What follows belongs to an exercise in optimizing a design on an open flow for small area; a production flow would make more cautious choices. Only simulation tests tie the RTL to the original design; equivalence was not proved. Power and IR drop assume default switching activity.

===== design/flow/design.v =====
module	CoinsMatrixBitMap	(	
					input	logic	clk,
					input	logic	resetN,
					input	logic	[10:0] offsetX, 
					input	logic	[10:0] offsetY,
					input	logic	InsideRectangle,  
					input	logic	coinCollision,
					input logic [4:0] randomMapLocationX,
					input logic [3:0] randomMapLocationY,
					input logic placeCoin,		 
					input logic placeMoneyBag,	 
					input logic placeTimeBoost,	 
					output	logic	drawingRequest,  
					output	logic	[7:0] RGBout,   
					output	logic upScore,			 
					output	logic upTime			 
 ) ;
localparam int NX = 18 ;
localparam int NY = 12 ;
localparam logic [NX*NY-1:0] NP_INIT = 216'h2198c200000000a03329c84850c284848f333c000064c380300 ;
localparam logic [NX*NY-1:0] Q_INIT  = 216'h3d98c70001c000f0333dc84f50c3c484ff333c000064c380300 ;
localparam logic [NX*NY-1:0] PQ_TILE = 216'h2198c200000000a03329c84870c284848f333c000064c380300 ;
logic [NX*NY-1:0] nP, Q, empty ;
logic [NX*NY-1:0] Qs ;
assign Q = Qs ^ Q_INIT ;
logic pick_anotherCoin_flag ;    
logic pick_anotherMoneyBag_flag ;
logic [4:0] oX ;
logic [3:0] oY ;
assign oX = offsetX[9:5] ;
assign oY = offsetY[8:5] ;
logic offset_inMap ;
assign offset_inMap = (oX < NX) && (oY < NY) ;
logic [4:0] rX ;
logic [3:0] rY ;
assign rX = randomMapLocationX ;
assign rY = (randomMapLocationY[3] & randomMapLocationY[2]) ? {1'b0, randomMapLocationY[2:0]} : randomMapLocationY ;
logic random_inMap ;
assign random_inMap = (rX < NX) ;
logic [NX-1:0] colO, colR ;
logic [NY-1:0] rowO, rowR ;
always_comb begin
	for (int x = 0; x < NX; x++) begin
		colO[x] = (oX == x) ;
		colR[x] = (rX == x) ;
	end
	for (int y = 0; y < NY; y++) begin
		rowO[y] = (oY == y) ;
		rowR[y] = (rY == y) ;
	end
end
logic [NY-1:0] nPc, Qc, Ec ;
always_comb begin
	for (int y = 0; y < NY; y++) begin
		nPc[y] = |(colO & nP[y*NX +: NX]) ;
		Qc[y]  = |(colO & Q[y*NX +: NX]) ;
		Ec[y]  = |(colR & empty[y*NX +: NX]) ;
	end
end
logic oItem, oQ ;    
assign oItem = offset_inMap & ~|(rowO & nPc) ;
assign oQ = offset_inMap & |(rowO & Qc) ;
logic randEmpty ;
assign randEmpty = random_inMap & |(rowR & Ec) ;
logic is515 ;
assign is515 = (oY == 4'd5) && (oX == 5'd15) ;
logic code2, code3, codeItem ;
assign code2 = oItem & oQ ;             
assign code3 = ~oItem & oQ & is515 ;    
assign codeItem = oItem | code3 ;       
logic [11:0] spriteAddr ;
logic [7:0]  spritePixel ;
assign spriteAddr = {~oItem, oQ, offsetY[4:0], offsetX[4:0]} ;
always_comb begin
	case (spriteAddr)
		12'h1ad: spritePixel = 8'hfe ;
		12'h1ae: spritePixel = 8'hf8 ;
		12'h1af: spritePixel = 8'hf8 ;
		12'h1b0: spritePixel = 8'hfe ;
		12'h1cc: spritePixel = 8'hfe ;
		12'h1cd: spritePixel = 8'hf8 ;
		12'h1ce: spritePixel = 8'hfd ;
		12'h1cf: spritePixel = 8'hfd ;
		12'h1d0: spritePixel = 8'hf8 ;
		12'h1d1: spritePixel = 8'hfe ;
		12'h1ec: spritePixel = 8'hfe ;
		12'h1ed: spritePixel = 8'hf8 ;
		12'h1ee: spritePixel = 8'hfd ;
		12'h1ef: spritePixel = 8'hf9 ;
		12'h1f0: spritePixel = 8'hf8 ;
		12'h1f1: spritePixel = 8'hf9 ;
		12'h20d: spritePixel = 8'hf9 ;
		12'h20e: spritePixel = 8'hf8 ;
		12'h20f: spritePixel = 8'hf8 ;
		12'h210: spritePixel = 8'hf8 ;
		12'h211: spritePixel = 8'hfe ;
		12'h22e: spritePixel = 8'hf9 ;
		12'h22f: spritePixel = 8'hf9 ;
		12'h230: spritePixel = 8'hfe ;
		12'h46a: spritePixel = 8'h6c ;
		12'h46b: spritePixel = 8'h8c ;
		12'h46c: spritePixel = 8'h8c ;
		12'h46d: spritePixel = 8'hd9 ;
		12'h46e: spritePixel = 8'hf9 ;
		12'h46f: spritePixel = 8'hf9 ;
		12'h470: spritePixel = 8'hd9 ;
		12'h471: spritePixel = 8'hf8 ;
		12'h472: spritePixel = 8'h8d ;
		12'h473: spritePixel = 8'h8c ;
		12'h474: spritePixel = 8'h8c ;
		12'h48a: spritePixel = 8'hf9 ;
		12'h48b: spritePixel = 8'hf9 ;
		12'h48c: spritePixel = 8'hfe ;
		12'h48d: spritePixel = 8'hd4 ;
		12'h48e: spritePixel = 8'hb4 ;
		12'h48f: spritePixel = 8'hd4 ;
		12'h490: spritePixel = 8'hb4 ;
		12'h491: spritePixel = 8'hd4 ;
		12'h492: spritePixel = 8'hfe ;
		12'h493: spritePixel = 8'hfd ;
		12'h494: spritePixel = 8'hf9 ;
		12'h495: spritePixel = 8'h6c ;
		12'h4aa: spritePixel = 8'hd9 ;
		12'h4ab: spritePixel = 8'hb4 ;
		12'h4ad: spritePixel = 8'hb4 ;
		12'h4ae: spritePixel = 8'h90 ;
		12'h4af: spritePixel = 8'h90 ;
		12'h4b0: spritePixel = 8'h90 ;
		12'h4b1: spritePixel = 8'hd5 ;
		12'h4b3: spritePixel = 8'hb4 ;
		12'h4b4: spritePixel = 8'hf9 ;
		12'h4b5: spritePixel = 8'h6c ;
		12'h4cb: spritePixel = 8'hf9 ;
		12'h4cc: spritePixel = 8'hd4 ;
		12'h4d2: spritePixel = 8'hf9 ;
		12'h4d3: spritePixel = 8'hf9 ;
		12'h4eb: spritePixel = 8'hd9 ;
		12'h4ec: spritePixel = 8'hd4 ;
		12'h4ed: spritePixel = 8'hd9 ;
		12'h4ee: spritePixel = 8'hf9 ;
		12'h4ef: spritePixel = 8'hf9 ;
		12'h4f0: spritePixel = 8'hf9 ;
		12'h4f1: spritePixel = 8'hf9 ;
		12'h4f2: spritePixel = 8'hb4 ;
		12'h4f3: spritePixel = 8'hd9 ;
		12'h506: spritePixel = 8'h6c ;
		12'h507: spritePixel = 8'h90 ;
		12'h508: spritePixel = 8'hf9 ;
		12'h509: spritePixel = 8'hf9 ;
		12'h50a: spritePixel = 8'hb4 ;
		12'h50c: spritePixel = 8'hd4 ;
		12'h50d: spritePixel = 8'h90 ;
		12'h50e: spritePixel = 8'hd4 ;
		12'h50f: spritePixel = 8'hd4 ;
		12'h510: spritePixel = 8'hf9 ;
		12'h511: spritePixel = 8'h90 ;
		12'h512: spritePixel = 8'hd5 ;
		12'h514: spritePixel = 8'hb4 ;
		12'h515: spritePixel = 8'hf9 ;
		12'h516: spritePixel = 8'hf9 ;
		12'h517: spritePixel = 8'hf9 ;
		12'h526: spritePixel = 8'hf9 ;
		12'h527: spritePixel = 8'hd8 ;
		12'h528: spritePixel = 8'hd4 ;
		12'h529: spritePixel = 8'hd4 ;
		12'h52a: spritePixel = 8'hb4 ;
		12'h52b: spritePixel = 8'h90 ;
		12'h52e: spritePixel = 8'h90 ;
		12'h52f: spritePixel = 8'hd9 ;
		12'h530: spritePixel = 8'hb0 ;
		12'h533: spritePixel = 8'hd5 ;
		12'h534: spritePixel = 8'hfd ;
		12'h535: spritePixel = 8'hf9 ;
		12'h536: spritePixel = 8'hf9 ;
		12'h537: spritePixel = 8'hfe ;
		12'h538: spritePixel = 8'hd9 ;
		12'h545: spritePixel = 8'hfe ;
		12'h546: spritePixel = 8'hd4 ;
		12'h547: spritePixel = 8'hd4 ;
		12'h548: spritePixel = 8'hb4 ;
		12'h549: spritePixel = 8'hb4 ;
		12'h54a: spritePixel = 8'h90 ;
		12'h54b: spritePixel = 8'hd4 ;
		12'h54c: spritePixel = 8'h90 ;
		12'h54d: spritePixel = 8'h90 ;
		12'h551: spritePixel = 8'h90 ;
		12'h552: spritePixel = 8'h90 ;
		12'h553: spritePixel = 8'hfd ;
		12'h554: spritePixel = 8'hfe ;
		12'h555: spritePixel = 8'hfe ;
		12'h556: spritePixel = 8'hfe ;
		12'h557: spritePixel = 8'hd9 ;
		12'h558: spritePixel = 8'hfe ;
		12'h559: spritePixel = 8'hf9 ;
		12'h565: spritePixel = 8'hfe ;
		12'h566: spritePixel = 8'hd4 ;
		12'h567: spritePixel = 8'hd4 ;
		12'h568: spritePixel = 8'hb4 ;
		12'h569: spritePixel = 8'h8c ;
		12'h56a: spritePixel = 8'hd4 ;
		12'h56b: spritePixel = 8'hd4 ;
		12'h56c: spritePixel = 8'hf9 ;
		12'h56d: spritePixel = 8'hd4 ;
		12'h56e: spritePixel = 8'h90 ;
		12'h56f: spritePixel = 8'hb0 ;
		12'h570: spritePixel = 8'h8c ;
		12'h571: spritePixel = 8'hf9 ;
		12'h572: spritePixel = 8'hf9 ;
		12'h573: spritePixel = 8'hfe ;
		12'h574: spritePixel = 8'hfe ;
		12'h575: spritePixel = 8'hfe ;
		12'h576: spritePixel = 8'hfe ;
		12'h577: spritePixel = 8'hfe ;
		12'h578: spritePixel = 8'hf9 ;
		12'h579: spritePixel = 8'hfe ;
		12'h584: spritePixel = 8'hd9 ;
		12'h585: spritePixel = 8'hb4 ;
		12'h586: spritePixel = 8'hd4 ;
		12'h587: spritePixel = 8'hb0 ;
		12'h588: spritePixel = 8'h8c ;
		12'h589: spritePixel = 8'hd4 ;
		12'h58a: spritePixel = 8'hd4 ;
		12'h58b: spritePixel = 8'hd4 ;
		12'h58c: spritePixel = 8'hb4 ;
		12'h58d: spritePixel = 8'hf9 ;
		12'h58f: spritePixel = 8'hd9 ;
		12'h591: spritePixel = 8'hf9 ;
		12'h592: spritePixel = 8'hfe ;
		12'h593: spritePixel = 8'hfe ;
		12'h594: spritePixel = 8'hfe ;
		12'h595: spritePixel = 8'hfe ;
		12'h596: spritePixel = 8'hfe ;
		12'h597: spritePixel = 8'hfe ;
		12'h598: spritePixel = 8'hfe ;
		12'h599: spritePixel = 8'hfd ;
		12'h59a: spritePixel = 8'hf9 ;
		12'h5a4: spritePixel = 8'hd9 ;
		12'h5a5: spritePixel = 8'hb4 ;
		12'h5a6: spritePixel = 8'h90 ;
		12'h5a7: spritePixel = 8'hb0 ;
		12'h5a8: spritePixel = 8'hd4 ;
		12'h5a9: spritePixel = 8'h8c ;
		12'h5aa: spritePixel = 8'hb4 ;
		12'h5ab: spritePixel = 8'hd4 ;
		12'h5ac: spritePixel = 8'hf9 ;
		12'h5ad: spritePixel = 8'hd4 ;
		12'h5af: spritePixel = 8'hfd ;
		12'h5b1: spritePixel = 8'hf9 ;
		12'h5b2: spritePixel = 8'hfe ;
		12'h5b3: spritePixel = 8'hfe ;
		12'h5b4: spritePixel = 8'hfe ;
		12'h5b5: spritePixel = 8'hfe ;
		12'h5b6: spritePixel = 8'hfe ;
		12'h5b7: spritePixel = 8'hfe ;
		12'h5b8: spritePixel = 8'hf9 ;
		12'h5b9: spritePixel = 8'hfe ;
		12'h5ba: spritePixel = 8'hfd ;
		12'h5c4: spritePixel = 8'hd9 ;
		12'h5c5: spritePixel = 8'hb4 ;
		12'h5c6: spritePixel = 8'hb4 ;
		12'h5c7: spritePixel = 8'hd9 ;
		12'h5c8: spritePixel = 8'hb4 ;
		12'h5c9: spritePixel = 8'hd4 ;
		12'h5ca: spritePixel = 8'hb4 ;
		12'h5cb: spritePixel = 8'hd4 ;
		12'h5cc: spritePixel = 8'hb4 ;
		12'h5d2: spritePixel = 8'hfe ;
		12'h5d3: spritePixel = 8'hfe ;
		12'h5d4: spritePixel = 8'hfe ;
		12'h5d5: spritePixel = 8'hfe ;
		12'h5d6: spritePixel = 8'hfe ;
		12'h5d7: spritePixel = 8'hfd ;
		12'h5d8: spritePixel = 8'hfe ;
		12'h5d9: spritePixel = 8'hf9 ;
		12'h5da: spritePixel = 8'hd9 ;
		12'h5e4: spritePixel = 8'hd9 ;
		12'h5e5: spritePixel = 8'hb4 ;
		12'h5e6: spritePixel = 8'h90 ;
		12'h5e7: spritePixel = 8'hd9 ;
		12'h5e8: spritePixel = 8'hf9 ;
		12'h5e9: spritePixel = 8'hb4 ;
		12'h5ea: spritePixel = 8'hb0 ;
		12'h5eb: spritePixel = 8'hb4 ;
		12'h5ed: spritePixel = 8'hd4 ;
		12'h5ef: spritePixel = 8'hd9 ;
		12'h5f1: spritePixel = 8'hfe ;
		12'h5f3: spritePixel = 8'hfe ;
		12'h5f4: spritePixel = 8'hfe ;
		12'h5f5: spritePixel = 8'hfa ;
		12'h5f6: spritePixel = 8'hfd ;
		12'h5f7: spritePixel = 8'hfe ;
		12'h5f8: spritePixel = 8'hd9 ;
		12'h5f9: spritePixel = 8'hfd ;
		12'h5fa: spritePixel = 8'hd9 ;
		12'h604: spritePixel = 8'hd9 ;
		12'h605: spritePixel = 8'hb4 ;
		12'h606: spritePixel = 8'hd4 ;
		12'h607: spritePixel = 8'hb0 ;
		12'h608: spritePixel = 8'h90 ;
		12'h609: spritePixel = 8'hb4 ;
		12'h60a: spritePixel = 8'h90 ;
		12'h60b: spritePixel = 8'hd4 ;
		12'h60d: spritePixel = 8'hd9 ;
		12'h60f: spritePixel = 8'hd9 ;
		12'h611: spritePixel = 8'hfe ;
		12'h613: spritePixel = 8'hfe ;
		12'h614: spritePixel = 8'hf9 ;
		12'h615: spritePixel = 8'hfd ;
		12'h616: spritePixel = 8'hfd ;
		12'h617: spritePixel = 8'hfd ;
		12'h618: spritePixel = 8'hfd ;
		12'h619: spritePixel = 8'hf9 ;
		12'h61a: spritePixel = 8'hf9 ;
		12'h624: spritePixel = 8'hd9 ;
		12'h625: spritePixel = 8'hb4 ;
		12'h626: spritePixel = 8'hb0 ;
		12'h627: spritePixel = 8'hb4 ;
		12'h628: spritePixel = 8'hd4 ;
		12'h629: spritePixel = 8'h8c ;
		12'h62a: spritePixel = 8'hd4 ;
		12'h62b: spritePixel = 8'hd4 ;
		12'h62c: spritePixel = 8'hd4 ;
		12'h62f: spritePixel = 8'hb4 ;
		12'h631: spritePixel = 8'hd9 ;
		12'h632: spritePixel = 8'hf9 ;
		12'h633: spritePixel = 8'hf9 ;
		12'h634: spritePixel = 8'hf9 ;
		12'h635: spritePixel = 8'hf9 ;
		12'h636: spritePixel = 8'hfd ;
		12'h637: spritePixel = 8'hd9 ;
		12'h638: spritePixel = 8'hd9 ;
		12'h639: spritePixel = 8'hd9 ;
		12'h63a: spritePixel = 8'hf9 ;
		12'h644: spritePixel = 8'hd9 ;
		12'h645: spritePixel = 8'hb4 ;
		12'h646: spritePixel = 8'hd4 ;
		12'h647: spritePixel = 8'hb4 ;
		12'h648: spritePixel = 8'h90 ;
		12'h649: spritePixel = 8'hd4 ;
		12'h64a: spritePixel = 8'h90 ;
		12'h64b: spritePixel = 8'hd4 ;
		12'h64c: spritePixel = 8'hd4 ;
		12'h64d: spritePixel = 8'hb4 ;
		12'h651: spritePixel = 8'hd9 ;
		12'h652: spritePixel = 8'hf9 ;
		12'h653: spritePixel = 8'hd9 ;
		12'h654: spritePixel = 8'hf9 ;
		12'h655: spritePixel = 8'hf9 ;
		12'h656: spritePixel = 8'hf9 ;
		12'h657: spritePixel = 8'hf9 ;
		12'h658: spritePixel = 8'hf9 ;
		12'h659: spritePixel = 8'hd4 ;
		12'h65a: spritePixel = 8'hf9 ;
		12'h664: spritePixel = 8'hd9 ;
		12'h665: spritePixel = 8'hb4 ;
		12'h666: spritePixel = 8'h90 ;
		12'h667: spritePixel = 8'hb0 ;
		12'h668: spritePixel = 8'hd4 ;
		12'h669: spritePixel = 8'h90 ;
		12'h66a: spritePixel = 8'hd4 ;
		12'h66b: spritePixel = 8'h90 ;
		12'h66c: spritePixel = 8'hb4 ;
		12'h66d: spritePixel = 8'hb4 ;
		12'h66f: spritePixel = 8'hd4 ;
		12'h672: spritePixel = 8'hd9 ;
		12'h673: spritePixel = 8'hb4 ;
		12'h674: spritePixel = 8'hf9 ;
		12'h675: spritePixel = 8'hd4 ;
		12'h676: spritePixel = 8'hd4 ;
		12'h677: spritePixel = 8'hf9 ;
		12'h678: spritePixel = 8'hd4 ;
		12'h679: spritePixel = 8'hf9 ;
		12'h67a: spritePixel = 8'hd9 ;
		12'h684: spritePixel = 8'hd9 ;
		12'h685: spritePixel = 8'hb4 ;
		12'h686: spritePixel = 8'hd4 ;
		12'h687: spritePixel = 8'hb0 ;
		12'h688: spritePixel = 8'h90 ;
		12'h689: spritePixel = 8'hd4 ;
		12'h68a: spritePixel = 8'h90 ;
		12'h68b: spritePixel = 8'hd4 ;
		12'h68d: spritePixel = 8'hd4 ;
		12'h68f: spritePixel = 8'hd4 ;
		12'h691: spritePixel = 8'hd9 ;
		12'h693: spritePixel = 8'hf9 ;
		12'h694: spritePixel = 8'hb4 ;
		12'h695: spritePixel = 8'hf9 ;
		12'h696: spritePixel = 8'hf9 ;
		12'h697: spritePixel = 8'hd4 ;
		12'h698: spritePixel = 8'hd9 ;
		12'h699: spritePixel = 8'hd4 ;
		12'h69a: spritePixel = 8'hd9 ;
		12'h6a4: spritePixel = 8'hd9 ;
		12'h6a5: spritePixel = 8'hb4 ;
		12'h6a6: spritePixel = 8'hd4 ;
		12'h6a7: spritePixel = 8'hd4 ;
		12'h6a8: spritePixel = 8'hb4 ;
		12'h6a9: spritePixel = 8'h8c ;
		12'h6aa: spritePixel = 8'hd4 ;
		12'h6ab: spritePixel = 8'h90 ;
		12'h6ad: spritePixel = 8'h90 ;
		12'h6af: spritePixel = 8'hb4 ;
		12'h6b1: spritePixel = 8'hb4 ;
		12'h6b3: spritePixel = 8'hd5 ;
		12'h6b4: spritePixel = 8'hd4 ;
		12'h6b5: spritePixel = 8'hd4 ;
		12'h6b6: spritePixel = 8'hd4 ;
		12'h6b7: spritePixel = 8'hd4 ;
		12'h6b8: spritePixel = 8'hd4 ;
		12'h6b9: spritePixel = 8'hd4 ;
		12'h6ba: spritePixel = 8'hd9 ;
		12'h6c5: spritePixel = 8'h90 ;
		12'h6c6: spritePixel = 8'h24 ;
		12'h6c7: spritePixel = 8'h8c ;
		12'h6c8: spritePixel = 8'hd4 ;
		12'h6c9: spritePixel = 8'hb4 ;
		12'h6ca: spritePixel = 8'h8c ;
		12'h6cb: spritePixel = 8'hd4 ;
		12'h6cc: spritePixel = 8'h90 ;
		12'h6d2: spritePixel = 8'hb4 ;
		12'h6d3: spritePixel = 8'hb4 ;
		12'h6d4: spritePixel = 8'hb4 ;
		12'h6d5: spritePixel = 8'hd4 ;
		12'h6d6: spritePixel = 8'hd0 ;
		12'h6d7: spritePixel = 8'hb4 ;
		12'h6d9: spritePixel = 8'hd4 ;
		12'h6e5: spritePixel = 8'hd5 ;
		12'h6e6: spritePixel = 8'h90 ;
		12'h6e7: spritePixel = 8'h24 ;
		12'h6e9: spritePixel = 8'hd4 ;
		12'h6ea: spritePixel = 8'hb4 ;
		12'h6eb: spritePixel = 8'h90 ;
		12'h6ec: spritePixel = 8'hd4 ;
		12'h6ed: spritePixel = 8'h90 ;
		12'h6ef: spritePixel = 8'h90 ;
		12'h6f1: spritePixel = 8'h90 ;
		12'h6f2: spritePixel = 8'hd4 ;
		12'h6f3: spritePixel = 8'hb0 ;
		12'h6f4: spritePixel = 8'hd4 ;
		12'h6f5: spritePixel = 8'hd4 ;
		12'h6f6: spritePixel = 8'hd5 ;
		12'h6f8: spritePixel = 8'hb0 ;
		12'h6f9: spritePixel = 8'hb4 ;
		12'h705: spritePixel = 8'h90 ;
		12'h706: spritePixel = 8'h24 ;
		12'h707: spritePixel = 8'h8c ;
		12'h708: spritePixel = 8'hd4 ;
		12'h709: spritePixel = 8'h90 ;
		12'h70a: spritePixel = 8'h90 ;
		12'h70b: spritePixel = 8'hd4 ;
		12'h70c: spritePixel = 8'h90 ;
		12'h70d: spritePixel = 8'hb4 ;
		12'h70f: spritePixel = 8'hd4 ;
		12'h711: spritePixel = 8'hb0 ;
		12'h712: spritePixel = 8'hb0 ;
		12'h713: spritePixel = 8'hd4 ;
		12'h714: spritePixel = 8'h90 ;
		12'h715: spritePixel = 8'h90 ;
		12'h716: spritePixel = 8'h90 ;
		12'h717: spritePixel = 8'hb4 ;
		12'h719: spritePixel = 8'h90 ;
		12'h726: spritePixel = 8'hd5 ;
		12'h727: spritePixel = 8'hb4 ;
		12'h728: spritePixel = 8'hd4 ;
		12'h729: spritePixel = 8'hd4 ;
		12'h72a: spritePixel = 8'hb4 ;
		12'h72b: spritePixel = 8'h90 ;
		12'h72c: spritePixel = 8'h90 ;
		12'h72d: spritePixel = 8'h90 ;
		12'h72e: spritePixel = 8'h90 ;
		12'h72f: spritePixel = 8'h90 ;
		12'h730: spritePixel = 8'h90 ;
		12'h731: spritePixel = 8'hb0 ;
		12'h732: spritePixel = 8'h90 ;
		12'h733: spritePixel = 8'h90 ;
		12'h734: spritePixel = 8'hd4 ;
		12'h735: spritePixel = 8'hd4 ;
		12'h736: spritePixel = 8'hb0 ;
		12'h737: spritePixel = 8'hd4 ;
		12'h738: spritePixel = 8'hb4 ;
		12'h74b: spritePixel = 8'hd4 ;
		12'h74c: spritePixel = 8'hd4 ;
		12'h74d: spritePixel = 8'hd4 ;
		12'h74e: spritePixel = 8'hd4 ;
		12'h74f: spritePixel = 8'hd4 ;
		12'h750: spritePixel = 8'hd4 ;
		12'h751: spritePixel = 8'hd4 ;
		12'h752: spritePixel = 8'hd4 ;
		12'h753: spritePixel = 8'hd4 ;
		12'h8ed: spritePixel = 8'h64 ;
		12'hced: spritePixel = 8'h64 ;
		12'h8ee: spritePixel = 8'h6c ;
		12'hcee: spritePixel = 8'h6c ;
		12'h8ef: spritePixel = 8'h6c ;
		12'hcef: spritePixel = 8'h6c ;
		12'h8f0: spritePixel = 8'h64 ;
		12'hcf0: spritePixel = 8'h64 ;
		12'h8f1: spritePixel = 8'h64 ;
		12'hcf1: spritePixel = 8'h64 ;
		12'h8f2: spritePixel = 8'h24 ;
		12'hcf2: spritePixel = 8'h24 ;
		12'h90d: spritePixel = 8'hcc ;
		12'hd0d: spritePixel = 8'hcc ;
		12'h90e: spritePixel = 8'hf8 ;
		12'hd0e: spritePixel = 8'hf8 ;
		12'h90f: spritePixel = 8'hf8 ;
		12'hd0f: spritePixel = 8'hf8 ;
		12'h910: spritePixel = 8'hfc ;
		12'hd10: spritePixel = 8'hfc ;
		12'h911: spritePixel = 8'hfc ;
		12'hd11: spritePixel = 8'hfc ;
		12'h912: spritePixel = 8'h90 ;
		12'hd12: spritePixel = 8'h90 ;
		12'h92d: spritePixel = 8'h20 ;
		12'hd2d: spritePixel = 8'h20 ;
		12'h92e: spritePixel = 8'h64 ;
		12'hd2e: spritePixel = 8'h64 ;
		12'h92f: spritePixel = 8'hf0 ;
		12'hd2f: spritePixel = 8'hf0 ;
		12'h930: spritePixel = 8'hd0 ;
		12'hd30: spritePixel = 8'hd0 ;
		12'h931: spritePixel = 8'h24 ;
		12'hd31: spritePixel = 8'h24 ;
		12'h932: spritePixel = 8'h20 ;
		12'hd32: spritePixel = 8'h20 ;
		12'h94f: spritePixel = 8'h6c ;
		12'hd4f: spritePixel = 8'h6c ;
		12'h950: spritePixel = 8'h24 ;
		12'hd50: spritePixel = 8'h24 ;
		12'h96c: spritePixel = 8'h20 ;
		12'hd6c: spritePixel = 8'h20 ;
		12'h96d: spritePixel = 8'h60 ;
		12'hd6d: spritePixel = 8'h60 ;
		12'h96e: spritePixel = 8'ha0 ;
		12'hd6e: spritePixel = 8'ha0 ;
		12'h96f: spritePixel = 8'ha0 ;
		12'hd6f: spritePixel = 8'ha0 ;
		12'h970: spritePixel = 8'ha0 ;
		12'hd70: spritePixel = 8'ha0 ;
		12'h971: spritePixel = 8'ha0 ;
		12'hd71: spritePixel = 8'ha0 ;
		12'h972: spritePixel = 8'h60 ;
		12'hd72: spritePixel = 8'h60 ;
		12'h98b: spritePixel = 8'h60 ;
		12'hd8b: spritePixel = 8'h60 ;
		12'h98c: spritePixel = 8'h80 ;
		12'hd8c: spritePixel = 8'h80 ;
		12'h98d: spritePixel = 8'ha0 ;
		12'hd8d: spritePixel = 8'ha0 ;
		12'h98e: spritePixel = 8'ha4 ;
		12'hd8e: spritePixel = 8'ha4 ;
		12'h98f: spritePixel = 8'hd6 ;
		12'hd8f: spritePixel = 8'hd6 ;
		12'h990: spritePixel = 8'hd6 ;
		12'hd90: spritePixel = 8'hd6 ;
		12'h991: spritePixel = 8'ha0 ;
		12'hd91: spritePixel = 8'ha0 ;
		12'h992: spritePixel = 8'hc0 ;
		12'hd92: spritePixel = 8'hc0 ;
		12'h993: spritePixel = 8'h80 ;
		12'hd93: spritePixel = 8'h80 ;
		12'h994: spritePixel = 8'h60 ;
		12'hd94: spritePixel = 8'h60 ;
		12'h9aa: spritePixel = 8'h60 ;
		12'hdaa: spritePixel = 8'h60 ;
		12'h9ab: spritePixel = 8'ha0 ;
		12'hdab: spritePixel = 8'ha0 ;
		12'h9ac: spritePixel = 8'hac ;
		12'hdac: spritePixel = 8'hac ;
		12'h9ad: spritePixel = 8'hfa ;
		12'hdad: spritePixel = 8'hfa ;
		12'h9ae: spritePixel = 8'hff ;
		12'hdae: spritePixel = 8'hff ;
		12'h9af: spritePixel = 8'hff ;
		12'hdaf: spritePixel = 8'hff ;
		12'h9b1: spritePixel = 8'hff ;
		12'hdb1: spritePixel = 8'hff ;
		12'h9b2: spritePixel = 8'hd1 ;
		12'hdb2: spritePixel = 8'hd1 ;
		12'h9b3: spritePixel = 8'ha4 ;
		12'hdb3: spritePixel = 8'ha4 ;
		12'h9b4: spritePixel = 8'hc0 ;
		12'hdb4: spritePixel = 8'hc0 ;
		12'h9b5: spritePixel = 8'h60 ;
		12'hdb5: spritePixel = 8'h60 ;
		12'h9ca: spritePixel = 8'ha0 ;
		12'hdca: spritePixel = 8'ha0 ;
		12'h9cb: spritePixel = 8'hd1 ;
		12'hdcb: spritePixel = 8'hd1 ;
		12'h9cc: spritePixel = 8'hff ;
		12'hdcc: spritePixel = 8'hff ;
		12'h9cd: spritePixel = 8'hff ;
		12'hdcd: spritePixel = 8'hff ;
		12'h9ce: spritePixel = 8'hff ;
		12'hdce: spritePixel = 8'hff ;
		12'h9cf: spritePixel = 8'hff ;
		12'hdcf: spritePixel = 8'hff ;
		12'h9d1: spritePixel = 8'hff ;
		12'hdd1: spritePixel = 8'hff ;
		12'h9d2: spritePixel = 8'hff ;
		12'hdd2: spritePixel = 8'hff ;
		12'h9d3: spritePixel = 8'hff ;
		12'hdd3: spritePixel = 8'hff ;
		12'h9d4: spritePixel = 8'had ;
		12'hdd4: spritePixel = 8'had ;
		12'h9d5: spritePixel = 8'ha0 ;
		12'hdd5: spritePixel = 8'ha0 ;
		12'h9e9: spritePixel = 8'h80 ;
		12'hde9: spritePixel = 8'h80 ;
		12'h9ea: spritePixel = 8'ha4 ;
		12'hdea: spritePixel = 8'ha4 ;
		12'h9eb: spritePixel = 8'hff ;
		12'hdeb: spritePixel = 8'hff ;
		12'h9ec: spritePixel = 8'hff ;
		12'hdec: spritePixel = 8'hff ;
		12'h9ed: spritePixel = 8'hff ;
		12'hded: spritePixel = 8'hff ;
		12'h9ee: spritePixel = 8'hff ;
		12'hdee: spritePixel = 8'hff ;
		12'h9ef: spritePixel = 8'hff ;
		12'hdef: spritePixel = 8'hff ;
		12'h9f1: spritePixel = 8'hff ;
		12'hdf1: spritePixel = 8'hff ;
		12'h9f2: spritePixel = 8'hff ;
		12'hdf2: spritePixel = 8'hff ;
		12'h9f3: spritePixel = 8'hff ;
		12'hdf3: spritePixel = 8'hff ;
		12'h9f4: spritePixel = 8'hd6 ;
		12'hdf4: spritePixel = 8'hd6 ;
		12'h9f5: spritePixel = 8'hc0 ;
		12'hdf5: spritePixel = 8'hc0 ;
		12'h9f6: spritePixel = 8'h60 ;
		12'hdf6: spritePixel = 8'h60 ;
		12'ha08: spritePixel = 8'h20 ;
		12'he08: spritePixel = 8'h20 ;
		12'ha09: spritePixel = 8'ha0 ;
		12'he09: spritePixel = 8'ha0 ;
		12'ha0a: spritePixel = 8'had ;
		12'he0a: spritePixel = 8'had ;
		12'ha0b: spritePixel = 8'hff ;
		12'he0b: spritePixel = 8'hff ;
		12'ha0c: spritePixel = 8'hff ;
		12'he0c: spritePixel = 8'hff ;
		12'ha0d: spritePixel = 8'hff ;
		12'he0d: spritePixel = 8'hff ;
		12'ha0e: spritePixel = 8'hff ;
		12'he0e: spritePixel = 8'hff ;
		12'ha0f: spritePixel = 8'hff ;
		12'he0f: spritePixel = 8'hff ;
		12'ha11: spritePixel = 8'hff ;
		12'he11: spritePixel = 8'hff ;
		12'ha12: spritePixel = 8'hff ;
		12'he12: spritePixel = 8'hff ;
		12'ha13: spritePixel = 8'hff ;
		12'he13: spritePixel = 8'hff ;
		12'ha14: spritePixel = 8'hff ;
		12'he14: spritePixel = 8'hff ;
		12'ha15: spritePixel = 8'ha4 ;
		12'he15: spritePixel = 8'ha4 ;
		12'ha16: spritePixel = 8'hc0 ;
		12'he16: spritePixel = 8'hc0 ;
		12'ha17: spritePixel = 8'h20 ;
		12'he17: spritePixel = 8'h20 ;
		12'ha28: spritePixel = 8'h20 ;
		12'he28: spritePixel = 8'h20 ;
		12'ha29: spritePixel = 8'h80 ;
		12'he29: spritePixel = 8'h80 ;
		12'ha2a: spritePixel = 8'hff ;
		12'he2a: spritePixel = 8'hff ;
		12'ha2c: spritePixel = 8'hff ;
		12'he2c: spritePixel = 8'hff ;
		12'ha2d: spritePixel = 8'hff ;
		12'he2d: spritePixel = 8'hff ;
		12'ha31: spritePixel = 8'hff ;
		12'he31: spritePixel = 8'hff ;
		12'ha32: spritePixel = 8'hff ;
		12'he32: spritePixel = 8'hff ;
		12'ha33: spritePixel = 8'hff ;
		12'he33: spritePixel = 8'hff ;
		12'ha35: spritePixel = 8'hfa ;
		12'he35: spritePixel = 8'hfa ;
		12'ha36: spritePixel = 8'ha0 ;
		12'he36: spritePixel = 8'ha0 ;
		12'ha37: spritePixel = 8'h20 ;
		12'he37: spritePixel = 8'h20 ;
		12'ha48: spritePixel = 8'h20 ;
		12'he48: spritePixel = 8'h20 ;
		12'ha49: spritePixel = 8'h80 ;
		12'he49: spritePixel = 8'h80 ;
		12'ha4a: spritePixel = 8'hff ;
		12'he4a: spritePixel = 8'hff ;
		12'ha4c: spritePixel = 8'hff ;
		12'he4c: spritePixel = 8'hff ;
		12'ha4d: spritePixel = 8'hff ;
		12'he4d: spritePixel = 8'hff ;
		12'ha4e: spritePixel = 8'hff ;
		12'he4e: spritePixel = 8'hff ;
		12'ha4f: spritePixel = 8'hff ;
		12'he4f: spritePixel = 8'hff ;
		12'ha50: spritePixel = 8'hff ;
		12'he50: spritePixel = 8'hff ;
		12'ha51: spritePixel = 8'hff ;
		12'he51: spritePixel = 8'hff ;
		12'ha52: spritePixel = 8'hff ;
		12'he52: spritePixel = 8'hff ;
		12'ha53: spritePixel = 8'hff ;
		12'he53: spritePixel = 8'hff ;
		12'ha55: spritePixel = 8'ha4 ;
		12'he55: spritePixel = 8'ha4 ;
		12'ha56: spritePixel = 8'ha0 ;
		12'he56: spritePixel = 8'ha0 ;
		12'ha57: spritePixel = 8'h20 ;
		12'he57: spritePixel = 8'h20 ;
		12'ha68: spritePixel = 8'h20 ;
		12'he68: spritePixel = 8'h20 ;
		12'ha69: spritePixel = 8'ha0 ;
		12'he69: spritePixel = 8'ha0 ;
		12'ha6a: spritePixel = 8'had ;
		12'he6a: spritePixel = 8'had ;
		12'ha6b: spritePixel = 8'hff ;
		12'he6b: spritePixel = 8'hff ;
		12'ha6c: spritePixel = 8'hff ;
		12'he6c: spritePixel = 8'hff ;
		12'ha6d: spritePixel = 8'hff ;
		12'he6d: spritePixel = 8'hff ;
		12'ha6e: spritePixel = 8'hff ;
		12'he6e: spritePixel = 8'hff ;
		12'ha6f: spritePixel = 8'hff ;
		12'he6f: spritePixel = 8'hff ;
		12'ha70: spritePixel = 8'hff ;
		12'he70: spritePixel = 8'hff ;
		12'ha71: spritePixel = 8'hff ;
		12'he71: spritePixel = 8'hff ;
		12'ha72: spritePixel = 8'hff ;
		12'he72: spritePixel = 8'hff ;
		12'ha73: spritePixel = 8'hff ;
		12'he73: spritePixel = 8'hff ;
		12'ha74: spritePixel = 8'hff ;
		12'he74: spritePixel = 8'hff ;
		12'ha75: spritePixel = 8'ha4 ;
		12'he75: spritePixel = 8'ha4 ;
		12'ha76: spritePixel = 8'ha0 ;
		12'he76: spritePixel = 8'ha0 ;
		12'ha77: spritePixel = 8'h20 ;
		12'he77: spritePixel = 8'h20 ;
		12'ha89: spritePixel = 8'h80 ;
		12'he89: spritePixel = 8'h80 ;
		12'ha8a: spritePixel = 8'ha0 ;
		12'he8a: spritePixel = 8'ha0 ;
		12'ha8b: spritePixel = 8'hff ;
		12'he8b: spritePixel = 8'hff ;
		12'ha8c: spritePixel = 8'hff ;
		12'he8c: spritePixel = 8'hff ;
		12'ha8d: spritePixel = 8'hff ;
		12'he8d: spritePixel = 8'hff ;
		12'ha8e: spritePixel = 8'hff ;
		12'he8e: spritePixel = 8'hff ;
		12'ha8f: spritePixel = 8'hff ;
		12'he8f: spritePixel = 8'hff ;
		12'ha90: spritePixel = 8'hff ;
		12'he90: spritePixel = 8'hff ;
		12'ha91: spritePixel = 8'hff ;
		12'he91: spritePixel = 8'hff ;
		12'ha92: spritePixel = 8'hff ;
		12'he92: spritePixel = 8'hff ;
		12'ha93: spritePixel = 8'hff ;
		12'he93: spritePixel = 8'hff ;
		12'ha94: spritePixel = 8'hd6 ;
		12'he94: spritePixel = 8'hd6 ;
		12'ha95: spritePixel = 8'hc0 ;
		12'he95: spritePixel = 8'hc0 ;
		12'ha96: spritePixel = 8'h60 ;
		12'he96: spritePixel = 8'h60 ;
		12'haaa: spritePixel = 8'ha0 ;
		12'heaa: spritePixel = 8'ha0 ;
		12'haab: spritePixel = 8'hd1 ;
		12'heab: spritePixel = 8'hd1 ;
		12'haac: spritePixel = 8'hff ;
		12'heac: spritePixel = 8'hff ;
		12'haad: spritePixel = 8'hff ;
		12'head: spritePixel = 8'hff ;
		12'haae: spritePixel = 8'hff ;
		12'heae: spritePixel = 8'hff ;
		12'haaf: spritePixel = 8'hff ;
		12'heaf: spritePixel = 8'hff ;
		12'hab0: spritePixel = 8'hff ;
		12'heb0: spritePixel = 8'hff ;
		12'hab1: spritePixel = 8'hff ;
		12'heb1: spritePixel = 8'hff ;
		12'hab2: spritePixel = 8'hff ;
		12'heb2: spritePixel = 8'hff ;
		12'hab3: spritePixel = 8'hff ;
		12'heb3: spritePixel = 8'hff ;
		12'hab4: spritePixel = 8'had ;
		12'heb4: spritePixel = 8'had ;
		12'hab5: spritePixel = 8'ha0 ;
		12'heb5: spritePixel = 8'ha0 ;
		12'haca: spritePixel = 8'h60 ;
		12'heca: spritePixel = 8'h60 ;
		12'hacb: spritePixel = 8'ha0 ;
		12'hecb: spritePixel = 8'ha0 ;
		12'hacc: spritePixel = 8'ha4 ;
		12'hecc: spritePixel = 8'ha4 ;
		12'hacd: spritePixel = 8'hfa ;
		12'hecd: spritePixel = 8'hfa ;
		12'hace: spritePixel = 8'hff ;
		12'hece: spritePixel = 8'hff ;
		12'had1: spritePixel = 8'hff ;
		12'hed1: spritePixel = 8'hff ;
		12'had2: spritePixel = 8'hd5 ;
		12'hed2: spritePixel = 8'hd5 ;
		12'had3: spritePixel = 8'ha4 ;
		12'hed3: spritePixel = 8'ha4 ;
		12'had4: spritePixel = 8'hc0 ;
		12'hed4: spritePixel = 8'hc0 ;
		12'had5: spritePixel = 8'h60 ;
		12'hed5: spritePixel = 8'h60 ;
		12'haeb: spritePixel = 8'h60 ;
		12'heeb: spritePixel = 8'h60 ;
		12'haec: spritePixel = 8'h80 ;
		12'heec: spritePixel = 8'h80 ;
		12'haed: spritePixel = 8'ha0 ;
		12'heed: spritePixel = 8'ha0 ;
		12'haee: spritePixel = 8'h84 ;
		12'heee: spritePixel = 8'h84 ;
		12'haef: spritePixel = 8'hd1 ;
		12'heef: spritePixel = 8'hd1 ;
		12'haf0: spritePixel = 8'hd1 ;
		12'hef0: spritePixel = 8'hd1 ;
		12'haf1: spritePixel = 8'ha0 ;
		12'hef1: spritePixel = 8'ha0 ;
		12'haf2: spritePixel = 8'hc0 ;
		12'hef2: spritePixel = 8'hc0 ;
		12'haf3: spritePixel = 8'h80 ;
		12'hef3: spritePixel = 8'h80 ;
		12'haf4: spritePixel = 8'h60 ;
		12'hef4: spritePixel = 8'h60 ;
		12'hb0c: spritePixel = 8'h20 ;
		12'hf0c: spritePixel = 8'h20 ;
		12'hb0d: spritePixel = 8'h60 ;
		12'hf0d: spritePixel = 8'h60 ;
		12'hb0e: spritePixel = 8'ha0 ;
		12'hf0e: spritePixel = 8'ha0 ;
		12'hb0f: spritePixel = 8'ha0 ;
		12'hf0f: spritePixel = 8'ha0 ;
		12'hb10: spritePixel = 8'ha0 ;
		12'hf10: spritePixel = 8'ha0 ;
		12'hb11: spritePixel = 8'ha0 ;
		12'hf11: spritePixel = 8'ha0 ;
		12'hb12: spritePixel = 8'h60 ;
		12'hf12: spritePixel = 8'h60 ;
		default: spritePixel = 8'h00 ;
	endcase
end
logic erase, coinTry, bagTry, wrCoin, wrBag, wrRand ;
assign erase = InsideRectangle & coinCollision ;
assign coinTry = placeCoin | pick_anotherCoin_flag ;
assign bagTry = placeMoneyBag | pick_anotherMoneyBag_flag ;
assign wrCoin = coinTry & randEmpty ;
assign wrBag = bagTry & randEmpty ;
assign wrRand = wrCoin | wrBag ;
logic [NY-1:0] rowRW, rowRB, rowOE ;
assign rowRW = rowR & {NY{wrRand}} ;
assign rowRB = rowR & {NY{wrBag}} ;
assign rowOE = rowO & {NY{erase}} ;
genvar gy, gx ;
generate
	for (gy = 0; gy < NY; gy++) begin : row
		for (gx = 0; gx < NX; gx++) begin : col
			localparam int I = gy*NX + gx ;
			logic rs_n, rsb_n, oe_n ;     
			assign rs_n = ~(rowRW[gy] & colR[gx]) ;
			assign rsb_n = ~(rowRB[gy] & colR[gx]) ;
			assign oe_n = ~(rowOE[gy] & colO[gx]) ;
			if (PQ_TILE[I]) begin : pq
				assign empty[I] = nP[I] & ~Q[I] ;
			end else begin : p
				assign empty[I] = nP[I] ;
			end
			logic nPn, Qn ;
			if ((gy == 5) && (gx == 15)) begin : tb
				assign nPn = placeTimeBoost | (rs_n & (~oe_n | nP[I])) ;
				assign Qn = placeTimeBoost | ~(rsb_n & ~(rs_n & oe_n & Q[I])) ;
			end else if (PQ_TILE[I]) begin : npq
				assign nPn = rs_n & (~oe_n | nP[I]) ;
				assign Qn = ~(rsb_n & ~(rs_n & oe_n & Q[I])) ;
			end else begin : n
				assign nPn = rs_n & (~oe_n | nP[I]) ;
				assign Qn = ~(rsb_n & ~(rs_n & Q[I])) ;
			end
			always_ff @(posedge clk or negedge resetN) begin
				if (!resetN) begin
					nP[I] <= NP_INIT[I] ;
					Qs[I] <= 1'b0 ;
				end else begin
					nP[I] <= nPn ;
					Qs[I] <= Qn ^ Q_INIT[I] ;
				end
			end
		end
	end
endgenerate
always_ff @(posedge clk or negedge resetN) begin
	if (!resetN) begin
		RGBout <= 8'h00 ;
		pick_anotherCoin_flag <= 1'b0 ;
		pick_anotherMoneyBag_flag <= 1'b0 ;
		upScore <= 1'b0 ;
		upTime <= 1'b0 ;
	end else begin
		RGBout <= (InsideRectangle & codeItem) ? spritePixel : 8'h00 ;
		pick_anotherCoin_flag <= coinTry & ~randEmpty ;
		pick_anotherMoneyBag_flag <= bagTry & ~randEmpty ;
		upScore <= erase & code2 ;
		upTime <= erase & code3 ;
	end
end
assign drawingRequest = (RGBout != 8'h00) ;
endmodule

===== design/flow/flow/run.sh =====
#!/bin/bash
# Own layout flow:
#  2. the same synthesis script again, once per area-oriented ABC script in flow/abc_*.script,
#     each replacing ABC's delay-oriented script; the registers come out the same (same
#     instances, names and cells, checked against step 1), only the combinational logic is
#     mapped differently; the smallest netlist is kept;
#  3. the standard layout steps on that netlist, with a clock tree without dummy loads and
#     lighter port buffers.
set -uo pipefail
WORK=$(pwd)
FLOWDIR=$WORK/flow
R=$WORK/orfs/results/$FLOW_PLATFORM/CoinsMatrixBitMap/base

# 1. standard synthesis
bash standard.sh synth > synth_standard.log 2>&1 || { echo "standard synthesis failed"; exit 1; }
cp "$R/1_2_yosys.v" std_1_2_yosys.v

# 2. area-oriented synthesis, one run per ABC script, in parallel
synth_area() {
  local name=$1 script=$2
  rm -rf "scripts_$name" "orfs_$name"
  cp -r "$FLOW_HOME/scripts" "scripts_$name"
  cp "$script" "scripts_$name/abc_speed.script"
  local A=$WORK/orfs_$name/results/$FLOW_PLATFORM/CoinsMatrixBitMap/base
  make -C "$FLOW_HOME" DESIGN_CONFIG="$WORK/config.mk" WORK_HOME="$WORK/orfs_$name" CLKGATE_MAP_FILE= \
    SYNTH_SCRIPT="$WORK/synth_recipe.tcl" SCRIPTS_DIR="$WORK/scripts_$name" "$A/1_2_yosys.v" > "synth_$name.log" 2>&1 \
  && python3 "$FLOWDIR/sameregs.py" std_1_2_yosys.v "$A/1_2_yosys.v" > "sameregs_$name.log" 2>&1 \
  && touch "ok_$name"
}
names=()
for s in "$FLOWDIR"/abc_*.script; do
  n=$(basename "$s" .script); n=${n#abc_}
  names+=("$n")
  synth_area "$n" "$s" &
done
wait
best=""; best_area=""
for n in "${names[@]}"; do
  st=$WORK/orfs_$n/reports/$FLOW_PLATFORM/CoinsMatrixBitMap/base/synth_stat.txt
  if [[ -f ok_$n && -f $st ]]; then
    a=$(sed -n "s/.*Chip area for module.*: *\([0-9.]*\).*/\1/p" "$st" | tail -1)
    echo "$n: $a" >> synth_areas.log
    if [[ -n $a ]] && { [[ -z $best_area ]] || python3 -c "import sys; sys.exit(0 if $a < $best_area else 1)"; }; then
      best=$n; best_area=$a
    fi
  else
    echo "$n: failed" >> synth_areas.log
  fi
done
if [[ -n $best ]]; then
  cp "$WORK/orfs_$best/results/$FLOW_PLATFORM/CoinsMatrixBitMap/base/1_2_yosys.v" "$R/1_2_yosys.v"
  touch "$R/1_2_yosys.v"
  echo "using the area-mapped netlist from $best ($best_area um2)" | tee -a synth_areas.log
else
  echo "area synthesis failed; using the standard netlist" | tee -a synth_areas.log
fi

# 3. standard layout steps
export CTS_ARGS="-sink_clustering_enable -repair_clock_nets -dont_use_dummy_load -buf_list sky130_fd_sc_hd__clkbuf_8 -sink_clustering_size 16 -sink_clustering_max_diameter 70"
export BUFFER_PORTS_ARGS="-buffer_cell sky130_fd_sc_hd__buf_1"
export RECOVER_POWER=100
bash standard.sh > layout.log 2>&1 || { echo "layout failed"; exit 1; }

===== design/flow/flow/abc_dc4mfs.script =====
strash
dc2
dc2
dc2
dc2
&get -n
&dch
&nf -R 1000 -p -F 8 -C 32
&put
mfs3 -a

===== design/flow/flow/abc_deep0mfs.script =====
strash
&get -n
&deepsyn -T 200 -S 0
&dch
&nf -R 1000 -p -F 8 -C 32
&put
mfs3 -a

===== design/flow/flow/abc_deep1mfs.script =====
strash
&get -n
&deepsyn -T 200 -S 1
&dch
&nf -R 1000 -p -F 8 -C 32
&put
mfs3 -a

===== design/flow/flow/abc_deep2mfs.script =====
strash
&get -n
&deepsyn -T 200 -S 2
&dch
&nf -R 1000 -p -F 8 -C 32
&put
mfs3 -a

===== design/flow/flow/abc_deep4mfs.script =====
strash
&get -n
&deepsyn -T 200 -S 4
&dch
&nf -R 1000 -p -F 8 -C 32
&put
mfs3 -a

===== design/flow/flow/abc_deep5mfs.script =====
strash
&get -n
&deepsyn -T 200 -S 5
&dch
&nf -R 1000 -p -F 8 -C 32
&put
mfs3 -a

===== design/flow/flow/sameregs.py =====
#!/usr/bin/env python3
"""Check that two netlists hold the same register instances (name and cell type)."""
import re, sys
def regs(f):
    t = open(f).read()
    return {(n, c) for c, n in re.findall(r"^\s*(sky130_fd_sc_hd__(?:df|sdf|edf|dl)\w*)\s+(\S+)\s*\(", t, re.M)}
a, b = regs(sys.argv[1]), regs(sys.argv[2])
print(len(a), "registers in the standard netlist,", len(b), "in the re-mapped one")
sys.exit(0 if a == b and a else 1)

===== design/flow/standard.sh =====
#!/bin/bash
# synth_recipe.tcl (not shown) runs the flow's synth.tcl, then flattens the netlist and writes it again
# the make line also repeats each setting of config.mk as NAME=value (left out here)
make -C /OpenROAD-flow-scripts/flow DESIGN_CONFIG=/design/flow/config.mk WORK_HOME=/design/flow/orfs CLKGATE_MAP_FILE= SYNTH_SCRIPT=/design/flow/synth_recipe.tcl "${@:-finish}"

===== design/flow/config.mk =====
export PLATFORM = sky130hd
export DESIGN_NAME = CoinsMatrixBitMap
export DESIGN_NICKNAME = CoinsMatrixBitMap
export VERILOG_FILES = /design/flow/design.v
export SDC_FILE = /design/flow/constraint.sdc
export NUM_CORES = 8
export LEC_CHECK = 0
export CAP_MARGIN = 10
export CORE_MARGIN = 2
export CORE_UTILIZATION = 58
export PLACE_DENSITY = 0.75
export SLEW_MARGIN = 10

===== design/flow/constraint.sdc =====
create_clock -name core_clock -period 12.0 [get_ports {clk}]
set_input_delay 2.4000 -clock core_clock [delete_from_list [all_inputs] [get_ports {clk}]]
set_output_delay 2.4000 -clock core_clock [all_outputs]
set_load 0.01 [all_outputs]

==> flow_summary.toml, run 1 <==
[synthesis]
synthesis.nets = 2507
synth.avg_cell_area_um2 = 9.04
syn_area_um2 = 22300
ys_warn_count = 1
synthCells = 2469

[power]
power.internal_mw = 1.84
netSwitchingFraction_pct = 27.7
total_power_mw = 2.55
p_comb_share_pct = 9.0
peakVddDrop_v = 0.000130
power.share.clock_pct = 30.1
power_frac_seq_pct = 60.9
power_switching_uw = 707
powerDensity_nw_per_um2 = 105
p_leak_nw = 9.69

[cells_and_area]
utilization_pct = 64.6
area_growth_pct = 9.26
final_nets = 2667
fill_cells = 3159
layout_commonest_cell = "a21oi_1"
drive_gt1_share_pct = 7.54
most-common-layout-cells = "a21oi_1 (569), dfrtp_1 (390), o21ai_0 (326)"
design_area_um2 = 24400

[placed_design]
place_hpwl_mm = 64.4
place_congestion = 1.05
placement.io_buffers = 45
placed_area_um2 = 23900

[worst_setup_path]
crit_chain = "clkbuf_1 -> or3_1 -> nor3_1 -> clkbuf_1 -> clkinv_1 -> o22ai_1 -> a221oi_1 -> and4_1 -> a31oi_1 -> nor3_1 -> a31oi_1 -> nand3b_1 -> o311ai_0 -> nor2_1 -> nand2_1 -> nor3_1 -> a31oi_1"
end_kind = "flop"
cp_slowest_cell = "clkbuf_1"
cp.buffers_inverters = 3
crit_family = "simple AND/OR/NAND/NOR gates"
crit_arrival_ns = 10.53
cp_max_fo = 20
startpoint_type = "input pin"
r2r-start = "nP[64]$_DFF_PN1_"
worst-setup-path-type = "input pin to flop"
startpoint = "offsetX[8]"
max_stage_delay_ns = 1.30
crit_required_ns = 12.49

[floorplanning]
num_rows = 71
die_height_um = 200
ios = 49
start_util_pct = 59.1
die_area_um2 = 40100
die_w_um = 200
coreArea_um2 = 37800

[grt]
grt_max_degree = 178
track_usage_pct = 49.4
antenna_found_initial = 2
grt_pass1_wl_mm = 150
overflow = 0
grt_pass1_vias = 24200

[clock_network]
clk_path_buf_depth = 3
clkSinkCount = 444
cts_tree = "done"
cts_root_buffer = "clkbuf_8"
hold_buffers = 0
htreeDepth = 2
clock_latency_ns = 0.71
post_cts_buffers = 0
clk_pin_slew_ns = 0.09
cts_resized = 0
cts_buffers = 36

[run_status]
violations = "max-capacitance violations, max-slew violations"
status = "complete, but fails checks"

[sta]
min_period_ns = 10.03
max_freq_mhz = 99.7
slew_violations = 316
hold_viol = 0
finalCritPeriodShare_pct = 83.6
worstMarginPinSlew_ns = 4.15
finClkSkew_ns = 0.130
finalSetupViolations = 0
maxSlewHeadroom_pct = -177
tns_ns = 0
rsz0062_at_grt = "false"

[job]
cap_violations = 7

[routing]
antenna_left = 0
vias = 25400
drc = 0
first_iter_violations = 5145
first_pass_iters = 12
wire_per_inst_um = 32.3
vias_per_cell = 8.09
finalWirelength_mm = 101

[worst_hold_path]
hold_path.startpoint = "pick_anotherCoin_flag$_DFF_PN0_"
hold_class = "flop to flop"
-- power by group through the flow --
stage               Sequential [mW]  Clock (mW)  Combinational, mW
floorplan                      1.57           0             0.0930
global placement               1.58           0              0.213
detailed placement             1.58           0              0.215
CTS                            1.55       0.750              0.216
global route                   1.55       0.813              0.238
finish                         1.55       0.767              0.229
-- registers in the layout, summed over array words and instances (netlist names) --
signal	count
Qs	216
pick_anotherCoin_flag	1
upTime	1
upScore	1
RGBout	8
pick_anotherMoneyBag_flag	1
nP	216
-- cell type report --
class,instances,area [µm²],area share [%]
Antenna cell,5,12.5,0.0513
Clock buffer,36,495,2.03
Inverter,50,188,0.770
Multi-Input combinational cell,1975,11200,45.7
Sequential cell,444,11200,45.8
Tap cell,511,639,2.62
Timing Repair Buffer,122,716,2.94
-- routing by layer --
layer	share of wire (%)	global-route usage [%]	vias up
met3	17	19.5	745
met5	0	0	-
met1	33	62.8	11900
li1	-	-	10100
met2	40	68.9	2685
met4	9.1	34.6	0
-- through the flow --
stage | std cells | worst slack [ns] | hold WS (ns)
2_1_floorplan | 2469 | 3.60 | 0.447
3_3_place_gp | 3102 | 3.51 | 0.468
3_5_place_dp | 3102 | 3.45 | 0.482
4_1_cts | 3138 | 4.06 | 0.505
5_1_grt | 3140 | 2.01 | 0.521
6_report | 3143 | 1.97 | 0.494
-- worst paths after layout --
check	end	slack [ns]	cells after the start
worst max-delay path	RGBout[5]$_DFF_PN0_	1.97	17
worst min register to register	pick_anotherCoin_flag$_DFF_PN0_	0.49	2
max in group asynchronous	nP[148]$_DFF_PN0_	3.67	3
min in group asynchronous	nP[12]$_DFF_PN0_	2.29	1
worst max register to register	Qs[146]$_DFF_PN0_	6.00	12
worst min-delay path	pick_anotherCoin_flag$_DFF_PN0_	0.49	2
-- tightest hold or removal path, delay by kind of cell (launching register included) --
family	cells	cell delay [ns]
flops	1	0.33
simple gates	2	0.13
==> run 2: changes to the inputs <==
--- a/design/flow/flow/run.sh
+++ b/design/flow/flow/run.sh
@@ -58,5 +58,4 @@
 # 3. standard layout steps
 export CTS_ARGS="-sink_clustering_enable -repair_clock_nets -dont_use_dummy_load -buf_list sky130_fd_sc_hd__clkbuf_8 -sink_clustering_size 16 -sink_clustering_max_diameter 70"
 export BUFFER_PORTS_ARGS="-buffer_cell sky130_fd_sc_hd__buf_1"
-export RECOVER_POWER=100
 bash standard.sh > layout.log 2>&1 || { echo "layout failed"; exit 1; }
==> run 2 against run 1 <==
Compared with the run above: first-iteration DRC count fell by 3.0%; register-to-register slack got worse by 0.56 ns; highest routed layer is now met5; via count is 1.9% higher; now clean on timing, DRC and antenna; largest cell class is now multi-input gates; critical path depth unchanged; setup slack gained 0.81 ns; combinational power rose by 2%; utilization increased by 0.17 points; critical path type unchanged; synthesized cell count increased by 0.61%; sequential cell count did not move; clock skew shrank 0.036 ns.
==> flow_summary.toml, run 2 <==
[grt]
overflow = 0
use_met2_pct = 68.5
grt_pass1_vias = 25200
grt_pass1_wl_mm = 154
use_met3_pct = 25.4
antenna_found_initial = 4
busiest_layer = "met2"
track_usage_pct = 50.9
grt_util_met1_pct = 62.1
grt_max_degree = 87

[routing]
drc = 0
antenna_left = 0
wire_per_inst_um = 32.9
first_iter_violations = 4992
finalWirelength_mm = 104
vias = 25900
vias_per_cell = 8.19
first_pass_iters = 12

[worst_setup_path]
startpoint_type = "input pin"
end_kind = "flop"
crit_arrival_ns = 9.68
crit_required_ns = 12.46
cp_max_fo = 13
worst-setup-path-type = "input pin to flop"

[power]
peakVddDrop_v = 0.000119
total_power_mw = 2.54
p_leak_nw = 9.81
powerDensity_nw_per_um2 = 104

[cells_and_area]
final_nets = 2685
regArea_um2 = 11200
area_growth_pct = 9.47
drive_gt1_share_pct = 8.09
fill_cells = 3140
multi_input_area_um2 = 11200
layout_commonest_cell = "a21oi_1"
most-common-layout-cells = "a21oi_1 (551), dfrtp_1 (390), o21ai_0 (347)"
finalNonFillerCells = 3161
reg_top3 = "Qs: 216 flops, nP: 216 flops, RGBout: 8 flops"

[worst_hold_path]
hold_class = "flop to flop"

[clock_network]
cts_root_buffer = "clkbuf_8"
post_cts_buffers = 0
clk_pin_slew_ns = 0.09
hold_buffers = 0
clk_path_buf_depth = 3
clock_latency_ns = 0.67
cts_resized = 0
clkSinkCount = 444
htreeDepth = 2
cts_tree = "done"
cts_buffers = 34

[sta]
finalCritPeriodShare_pct = 76.8
maxSlewHeadroom_pct = 9.75
slew_violations = 0
worstMarginPinSlew_ns = 1.34
finClkSkew_ns = 0.0941
finalSetupViolations = 0
min_period_ns = 9.22
hold_viol = 0
max_freq_mhz = 108
rsz0062_at_grt = "false"
tns_ns = 0

[placed_design]
place_hpwl_mm = 65.7
placedCellCount = 3122
place_congestion = 1.06
placement.io_buffers = 45

[floorplanning]
num_rows = 71
ios = 49
die_height_um = 200
coreArea_um2 = 37800
die_w_um = 200
die_area_um2 = 40100
start_util_pct = 59.2

[synthesis]
syn_area_um2 = 22300
synth.avg_cell_area_um2 = 8.99
synthCells = 2484
synthesis.nets = 2522
ys_warn_count = 1

[run_status]
status = "complete, no violations"

[job]
cap_violations = 0
## run 2: path summary, 6_finish.rpt
kind | startpoint | depth (start not counted) | slack, ns | end
hold reg to reg | pick_anotherMoneyBag_flag$_DFF_PN0_ | 2 | 0.51 | pick_anotherMoneyBag_flag$_DFF_PN0_
hold / removal | pick_anotherMoneyBag_flag$_DFF_PN0_ | 2 | 0.51 | pick_anotherMoneyBag_flag$_DFF_PN0_
min in group asynchronous | resetN | 1 | 1.88 | Qs[52]$_DFF_PN0_
setup / recovery | offsetX[6] | 17 | 2.78 | RGBout[7]$_DFF_PN0_
setup reg to reg | Qs[8]$_DFF_PN0_ | 13 | 5.44 | RGBout[7]$_DFF_PN0_
max in group asynchronous | resetN | 3 | 7.62 | nP[13]$_DFF_PN0_
## run 2: power breakdown
group          switching, mW  internal, mW  total, mW
sequential            0.0260          1.53       1.55
clock                  0.496         0.256      0.753
combinational          0.186        0.0465      0.233
total                  0.708          1.83       2.54
## run 2: layout make-up
type,count,share of cell area (%)
Clock buffer,34,1.91
Sequential cell,444,45.7
Antenna cell,5,0.0512
Tap cell,511,2.62
Timing Repair Buffer,127,3.22
Multi-Input combinational cell,2001,45.9
Inverter,39,0.599
## run 2: layer usage
metal | vias up | wire length [µm]
li1 | 10200 | -
met1 | 12100 | 33500
met2 | 2773 | 41100
met3 | 862 | 19800
met4 | 6 | 9670
met5 | - | 98
## run 2: stage by stage
stage               setup slack (ns)  utilization (%)  hold WS, ns  area [µm²]
floorplan                       4.54                -        0.447       22300
global placement                2.97             63.5        0.466       24000
detailed placement              2.96             63.5        0.490       24000
CTS                             3.56             64.7        0.513       24400
global route                    2.93             64.7        0.529       24400
finish                          2.78             64.8        0.508       24400
## run 2: worst max-delay path: stages
cell and delay (ns):
buf_1 0.38, nand2b_1 0.46, nor2_4 0.20, clkinv_1 0.46, o32ai_1 0.20, a211oi_1 0.22, o2111ai_1 0.14, a2111oi_0 0.40
a31oi_1 0.19, nor4_1 1.13, a31oi_1 0.67, nand2_1 0.72, a21oi_1 0.08, nor4_1 0.98, o311ai_0 0.41, nor3_1 0.42
a41oi_1 0.18
==> run 3: changes to the inputs <==
--- a/design/flow/flow/run.sh
+++ b/design/flow/flow/run.sh
@@ -56,6 +56,6 @@
 fi
 
 # 3. standard layout steps
-export CTS_ARGS="-sink_clustering_enable -repair_clock_nets -dont_use_dummy_load -buf_list sky130_fd_sc_hd__clkbuf_8 -sink_clustering_size 16 -sink_clustering_max_diameter 70"
+export CTS_ARGS="-sink_clustering_enable -repair_clock_nets -dont_use_dummy_load -buf_list sky130_fd_sc_hd__clkbuf_16 -sink_clustering_size 28 -sink_clustering_max_diameter 80"
 export BUFFER_PORTS_ARGS="-buffer_cell sky130_fd_sc_hd__buf_1"
 bash standard.sh > layout.log 2>&1 || { echo "layout failed"; exit 1; }
--- a/design/flow/config.mk
+++ b/design/flow/config.mk
@@ -7,6 +7,6 @@
 export LEC_CHECK = 0
 export CAP_MARGIN = 10
 export CORE_MARGIN = 2
-export CORE_UTILIZATION = 58
-export PLACE_DENSITY = 0.75
+export CORE_UTILIZATION = 55
+export PLACE_DENSITY = 0.65
 export SLEW_MARGIN = 10
==> run 3 against run 2 <==
Compared with the run above: sequential share of layout area is 0.26 points lower; cell count is 0.51% lower; highest routed layer unchanged; critical path depth stayed put; synthesized cell count is 0.60% lower; setup slack better by 0.68 ns; register-to-register slack better by 0.87 ns; routed wire length is 2.8% lower; still clean; total power is 3.9% higher; sequential power hardly changed; sequential cell count stayed put; cell area is 0.58% higher; via count is 3.1% lower.
==> flow_summary.toml, run 3 <==
[run_status]
status = "complete, no violations"

[worst_setup_path]
cp_max_fo = 20
crit_arrival_ns = 8.92
worst-setup-path-type = "input pin to flop"
crit_required_ns = 12.38
startpoint_type = "input pin"
end_kind = "flop"

[sta]
hold_slack_ns = 0.507
finalCritPeriodShare_pct = 71.2
rsz0062_at_grt = "false"
worstMarginPinSlew_ns = 1.33
maxSlewHeadroom_pct = 10.8
slew_violations = 0
min_period_ns = 8.54
max_freq_mhz = 117
finalSetupViolations = 0
tns_ns = 0
hold_viol = 0
finClkSkew_ns = 0.108

[power]
p_comb_share_pct = 8.7
total_power_mw = 2.64
p_leak_nw = 9.79
netSwitchingFraction_pct = 26.3
powerDensity_nw_per_um2 = 107
power_frac_seq_pct = 58.9
peakVddDrop_v = 0.000129
power.internal_mw = 1.94
power_switching_uw = 694
power.share.clock_pct = 32.5

[placed_design]
place_hpwl_mm = 64.1
place_congestion = 1.04
placement.io_buffers = 45

[cells_and_area]
area_growth_pct = 10.2
reg_top3 = "Qs: 216 flops, nP: 216 flops, RGBout: 8 flops"
regArea_um2 = 11200
final_nets = 2655
layout_commonest_cell = "a21oi_1"
drive_gt1_share_pct = 7.61
most-common-layout-cells = "a21oi_1 (569), dfrtp_1 (390), o21ai_0 (326)"
fill_cells = 3423
multi_input_area_um2 = 11200

[routing]
first_iter_violations = 4698
first_pass_iters = 11
antenna_left = 0
vias = 25100
drc = 0
wire_per_inst_um = 32.2
finalWirelength_mm = 101
vias_per_cell = 7.98

[synthesis]
synth.avg_cell_area_um2 = 9.04
synthesis.nets = 2507
syn_area_um2 = 22300
ys_warn_count = 1
synthCells = 2469

[floorplanning]
ios = 49
coreArea_um2 = 39900
die_area_um2 = 42200
start_util_pct = 55.9
die_height_um = 205
num_rows = 73
die_w_um = 205

[clock_network]
htreeDepth = 1
clkSinkCount = 444
hold_buffers = 0
cts_buffers = 25
cts_root_buffer = "clkbuf_16"
clock_latency_ns = 0.62
cts_tree = "done"
cts_resized = 0
clk_path_buf_depth = 3
clk_pin_slew_ns = 0.07
post_cts_buffers = 0

[grt]
grt_max_degree = 188
overflow = 0
track_usage_pct = 47.5
antenna_found_initial = 7
grt_pass1_wl_mm = 149
grt_pass1_vias = 23800

[worst_hold_path]
hold_class = "flop to flop"

[job]
cap_violations = 0
-- run 3: critical path: stages --
cell      delay, ns
buf_1          0.34
nand2b_1       0.36
nand2b_1       0.34
nor2_4         0.21
buf_4          0.31
a222oi_1       0.50
o211ai_1       0.18
nor2_1         0.30
o22ai_1        0.14
nor3_1         0.55
a31oi_1        0.40
nand3b_1       0.68
o22ai_1        0.20
a221oi_1       0.60
o311ai_0       0.40
nor4_1         0.77
a41oi_1        0.21
-- run 3: worst paths after layout --
check	startpoint	to	slack, ns	cells past startpoint
max	offsetX[9]	RGBout[4]$_DFF_PN0_	3.46	17
min	Qs[108]$_DFF_PN0_	Qs[108]$_DFF_PN0_	0.51	2
max reg2reg	Qs[9]$_DFF_PN0_	RGBout[4]$_DFF_PN0_	6.31	13
min reg2reg	Qs[108]$_DFF_PN0_	Qs[108]$_DFF_PN0_	0.51	2
max in group asynchronous	resetN	upTime$_DFF_PN0_	8.01	3
min in group asynchronous	resetN	nP[7]$_DFF_PN0_	1.83	1
-- run 3: layout make-up --
class	instances	share of cell area [%]
flip-flops and latches	444	45.5
well taps	525	2.67
multi-input cells	1975	45.4
repair buffers	121	3.12
diodes	5	0.0509
inverters	50	0.763
clock buffers	25	2.54
-- run 3: through the flow --
stage | setup slack [ns] | std cells | utilization (%) | area, µm²
finish | 3.46 | 3145 | 61.6 | 24600
global route | 3.41 | 3144 | 61.6 | 24600
CTS | 3.89 | 3138 | 61.5 | 24600
detailed placement | 3.40 | 3113 | 60.0 | 23900
global placement | 3.42 | 3113 | 60.0 | 23900
floorplan | 3.60 | 2469 | - | 22300
-- run 3: routing by layer --
layer | vias up | track usage [%] | share of wire [%] | routed length, µm
li1 | 10100 | - | - | -
met1 | 11800 | 62.7 | 34 | 34800
met2 | 2522 | 65.8 | 40 | 41000
met3 | 656 | 17.1 | 17 | 16900
met4 | 2 | 30.9 | 8.4 | 8520
met5 | - | 0 | 0.011 | 11
-- run 3: power by group through the flow --
stage          sequential (mW)  clock, mW  combinational (mW)
6_report                  1.55      0.856               0.229
5_1_grt                   1.55      0.903               0.239
4_1_cts                   1.55      0.856               0.217
3_5_place_dp              1.58          0               0.216
3_3_place_gp              1.58          0               0.213
2_1_floorplan             1.57          0              0.0930

separate check: timing with driven ports:
No port has a modelled driver above. Below, the same layouts with a new extraction and two added sets of constraints.
Step 1: set_driving_cell puts a clkbuf_16 on clk and a buf_2 on each other input, an assumption about the parent block.
Step 2 times the ports against the registers' clock, not the clock port: input delays grow and output delays shrink by t, the midpoint of the rising clock arrivals with the driver on.
Three values: ideal ports, drivers, drivers and shift; two values: the first two.
run	shift t [ns]	slack for setup (ns)	worst register clock-pin slew, ns
run 1	0.695	1.967 / 2.001 / 1.307	0.11 / 0.11
run 2	0.677	2.780 / 2.805 / 2.128	0.11 / 0.11
run 3	0.623	3.455 / 3.488 / 2.865	0.11 / 0.11
For run 1, which loses most, drivers alone change the setup slack by +0.034 ns; drivers and shift together by -0.660 ns.
